Background: an optimization exercise with open tools, aiming at small area, a short achievable clock period and few clock cycles. Do not read the settings as production practice.
Where RTL was checked, it was by simulation tests only, not by an equivalence proof against the original.
Power and IR drop assume default switching activity.

gamma:
==> module procik, before the edit <==
module procik (clock, reset,
               mem_addr, mem_din, mem_dout, mem_csb, mem_web, halted);
input clock, reset;
output [7:0] mem_addr;
output [15:0] mem_din;
input [15:0] mem_dout;
output mem_csb, mem_web;
output halted;
localparam [2:0] S_A = 3'd0, S_B = 3'd1, S_C = 3'd2, S_C2 = 3'd3, S_D = 3'd4, S_H = 3'd5;
reg [2:0] state;
reg [7:0] addr_q;       
reg [7:0] pc;           
reg csb_q, web_q;
reg [15:0] din_q;
reg halted_q;
reg stale_q;            
reg ld_q;               
reg [2:0] ldr_q;        
reg wb_q;               
reg [2:0] wbr_q;        
reg [15:0] r [0:7];     
assign mem_addr = addr_q;
assign mem_din = din_q;
assign mem_csb = csb_q;
assign mem_web = web_q;
assign halted = halted_q;
wire is_load  = (mem_dout[15:12] == 4'd1);
wire is_store = (mem_dout[15:12] == 4'd2);
wire is_halt  = !is_load && !is_store;
wire [2:0] rsel = mem_dout[10:8];
wire fwd = (state == S_C2);
wire [7:0] rhot = (8'd1 << rsel) & {8{!fwd}};
reg [15:0] rdata;
integer k;
always @(*) begin
  rdata = fwd ? mem_dout : 16'd0;
  for (k = 0; k < 8; k = k + 1)
    rdata = rdata | (r[k] & {16{rhot[k]}});
end
wire [7:0] inc = pc + 8'd1;
wire hazard = ld_q && is_store && (ldr_q == rsel);
wire [15:0] wdata = mem_dout & {16{!reset}};
integer j;
always @(posedge clock)
  for (j = 0; j < 8; j = j + 1)
    if (reset || (wb_q && wbr_q == j)) r[j] <= wdata;
always @(posedge clock)
  din_q <= rdata;
always @(posedge clock)
  wbr_q <= ldr_q;
always @(posedge clock)
  ldr_q <= rsel;
always @(posedge clock or posedge reset)
  if (reset) begin
    state <= S_A;
    addr_q <= 8'd0;
    pc <= 8'd0;
    csb_q <= 1'b0;
    web_q <= 1'b1;
    halted_q <= 1'b0;
    stale_q <= 1'b0;
    ld_q <= 1'b0;
    wb_q <= 1'b0;
  end else begin
    wb_q <= ld_q;
    ld_q <= 1'b0;
    case (state)
      S_A: begin
        addr_q <= inc;
        pc <= inc;
        csb_q <= 1'b0;
        web_q <= 1'b1;
        state <= S_B;
      end
      S_B: begin
        if (is_halt) begin
          csb_q <= 1'b1;
          web_q <= 1'b1;
          halted_q <= 1'b1;
          state <= S_H;
        end else begin
          addr_q <= mem_dout[7:0];
          csb_q <= 1'b0;
          web_q <= !is_store;
          ld_q <= is_load;
          stale_q <= is_store && (mem_dout[7:0] == addr_q);
          state <= S_C;
        end
      end
      S_C: begin
        if (stale_q) begin
          addr_q <= pc;
          csb_q <= 1'b0;
          web_q <= 1'b1;
          state <= S_A;
        end else if (is_halt) begin
          csb_q <= 1'b1;
          web_q <= 1'b1;
          halted_q <= 1'b1;
          state <= S_H;
        end else begin
          addr_q <= mem_dout[7:0];
          pc <= inc;
          if (hazard) begin
            csb_q <= 1'b1;
            web_q <= 1'b1;
            state <= S_C2;
          end else begin
            csb_q <= 1'b0;
            web_q <= !is_store;
            ld_q <= is_load;
            state <= S_D;
          end
        end
      end
      S_C2: begin
        csb_q <= 1'b0;
        web_q <= 1'b0;
        state <= S_D;
      end
      S_D: begin
        addr_q <= pc;
        csb_q <= 1'b0;
        web_q <= 1'b1;
        state <= S_A;
      end
      default: begin
        csb_q <= 1'b1;
        web_q <= 1'b1;
      end
    endcase
  end
endmodule
make LEC_CHECK=0 CAP_MARGIN=20 CORE_MARGIN=2 CORE_UTILIZATION=40 CTS_BUF_LIST='sky130_fd_sc_hd__clkbuf_4 sky130_fd_sc_hd__clkbuf_8' SETUP_SLACK_MARGIN=3.0 SLEW_MARGIN=20 finish   # period 5.0 ns
run.sh (not shown) runs the stock make flow with config.mk's settings and CLKGATE_MAP_FILE= SYNTH_SCRIPT=/design/flow/synth_recipe.tcl, a recipe that flattens the netlist after the stock synthesis.
Testbench counts of gamma, summed over its fixed seeds: cycles 8,284.
The following lists how delta was set up differently from gamma:
--- a/flow/design.v
+++ b/flow/design.v
@@ -8,11 +8,11 @@
 output halted;
 localparam [2:0] S_A = 3'd0, S_B = 3'd1, S_C = 3'd2, S_C2 = 3'd3, S_D = 3'd4, S_H = 3'd5;
 reg [2:0] state;
 reg [7:0] addr_q;       
 reg [7:0] pc;           
-reg csb_q, web_q;
+reg csb_q, we_q;         
 reg [15:0] din_q;
 reg halted_q;
 reg stale_q;            
 reg ld_q;               
 reg [2:0] ldr_q;        
@@ -20,11 +20,11 @@
 reg [2:0] wbr_q;        
 reg [15:0] r [0:7];     
 assign mem_addr = addr_q;
 assign mem_din = din_q;
 assign mem_csb = csb_q;
-assign mem_web = web_q;
+assign mem_web = !we_q;
 assign halted = halted_q;
 wire is_load  = (mem_dout[15:12] == 4'd1);
 wire is_store = (mem_dout[15:12] == 4'd2);
 wire is_halt  = !is_load && !is_store;
 wire [2:0] rsel = mem_dout[10:8];
@@ -54,11 +54,11 @@
   if (reset) begin
     state <= S_A;
     addr_q <= 8'd0;
     pc <= 8'd0;
     csb_q <= 1'b0;
-    web_q <= 1'b1;
+    we_q <= 1'b0;
     halted_q <= 1'b0;
     stale_q <= 1'b0;
     ld_q <= 1'b0;
     wb_q <= 1'b0;
   end else begin
@@ -67,67 +67,67 @@
     case (state)
       S_A: begin
         addr_q <= inc;
         pc <= inc;
         csb_q <= 1'b0;
-        web_q <= 1'b1;
+        we_q <= 1'b0;
         state <= S_B;
       end
       S_B: begin
         if (is_halt) begin
           csb_q <= 1'b1;
-          web_q <= 1'b1;
+          we_q <= 1'b0;
           halted_q <= 1'b1;
           state <= S_H;
         end else begin
           addr_q <= mem_dout[7:0];
           csb_q <= 1'b0;
-          web_q <= !is_store;
+          we_q <= is_store;
           ld_q <= is_load;
           stale_q <= is_store && (mem_dout[7:0] == addr_q);
           state <= S_C;
         end
       end
       S_C: begin
         if (stale_q) begin
           addr_q <= pc;
           csb_q <= 1'b0;
-          web_q <= 1'b1;
+          we_q <= 1'b0;
           state <= S_A;
         end else if (is_halt) begin
           csb_q <= 1'b1;
-          web_q <= 1'b1;
+          we_q <= 1'b0;
           halted_q <= 1'b1;
           state <= S_H;
         end else begin
           addr_q <= mem_dout[7:0];
           pc <= inc;
           if (hazard) begin
             csb_q <= 1'b1;
-            web_q <= 1'b1;
+            we_q <= 1'b0;
             state <= S_C2;
           end else begin
             csb_q <= 1'b0;
-            web_q <= !is_store;
+            we_q <= is_store;
             ld_q <= is_load;
             state <= S_D;
           end
         end
       end
       S_C2: begin
         csb_q <= 1'b0;
-        web_q <= 1'b0;
+        we_q <= 1'b1;
         state <= S_D;
       end
       S_D: begin
         addr_q <= pc;
         csb_q <= 1'b0;
-        web_q <= 1'b1;
+        we_q <= 1'b0;
         state <= S_A;
       end
       default: begin
         csb_q <= 1'b1;
-        web_q <= 1'b1;
+        we_q <= 1'b0;
       end
     endcase
   end
 endmodule
Findings:
Result for gamma and delta: all clean
Diff gamma -> delta | combinational power | up by more than 10%
Going from gamma to delta, clock network fraction of total power shrinks by 2.8 points.
Compared with gamma, multi-input gate area in the final layout in delta increased by a few percent.
delta vs. gamma: minimum setup slack in the final design went up by 24 ps.
Die area in delta vs gamma: up about 1.4%
Relative to gamma, design area has gone up in delta.
As far as fraction of synthesis flops using an asynchronous set or reset pin goes, delta and gamma are indistinguishable; the numbers are identical.
gamma reports its source of the critical timing path as mem_dout[10] while delta reports mem_dout[0].
Looking only at number of cells on the critical path, and setting everything else aside, the higher value of gamma and delta goes to gamma.
Global-route wire length before repair (delta over gamma): increase, 7.7%
Re largest fanout on the critical path: gamma and delta aren't equal, and the lower value belongs to delta.
[compare] base=gamma new=delta: clock transition at the registers of the reported paths barely changed; number of vias after detailed routing climbed 3.9%; area of placed instances climbed 140 um2; fmax climbed about 1.1%.
No functional check of the RTL was part of delta.

==> what the ideal ports hide <==
The flow's constraints put no driver on any port. The routed layouts listed below were extracted and timed again, unchanged, in two steps. Step 1 sets driving cells, clkbuf_16 on the clock port and buf_2 on the other inputs (assumed; they add their load-dependent delay and slew). Step 2 moves the port delays by t, midway between the first and last clock arrival at a register: inputs arrive t later, outputs are due t later. That takes back most of the time a late clock gives input paths. a / b / c = ideal / step 1 / step 2; a / b = the first two.
run	shift t [ns]	slack for setup (ns)	worst hold slack (ns)	worst data-port slew with drivers (ns)	pins driven straight from the clock port
gamma	0.498	2.888 / 2.873 / 2.374	0.369 / 0.369 / 0.369	0.05	1
delta	0.489	2.912 / 2.927 / 2.438	0.371 / 0.371 / 0.371	0.06	1
After both steps every run listed still meets setup and hold. The setup slack of gamma, which loses most, moves by -0.015 ns with the drivers and by -0.514 ns with both steps.
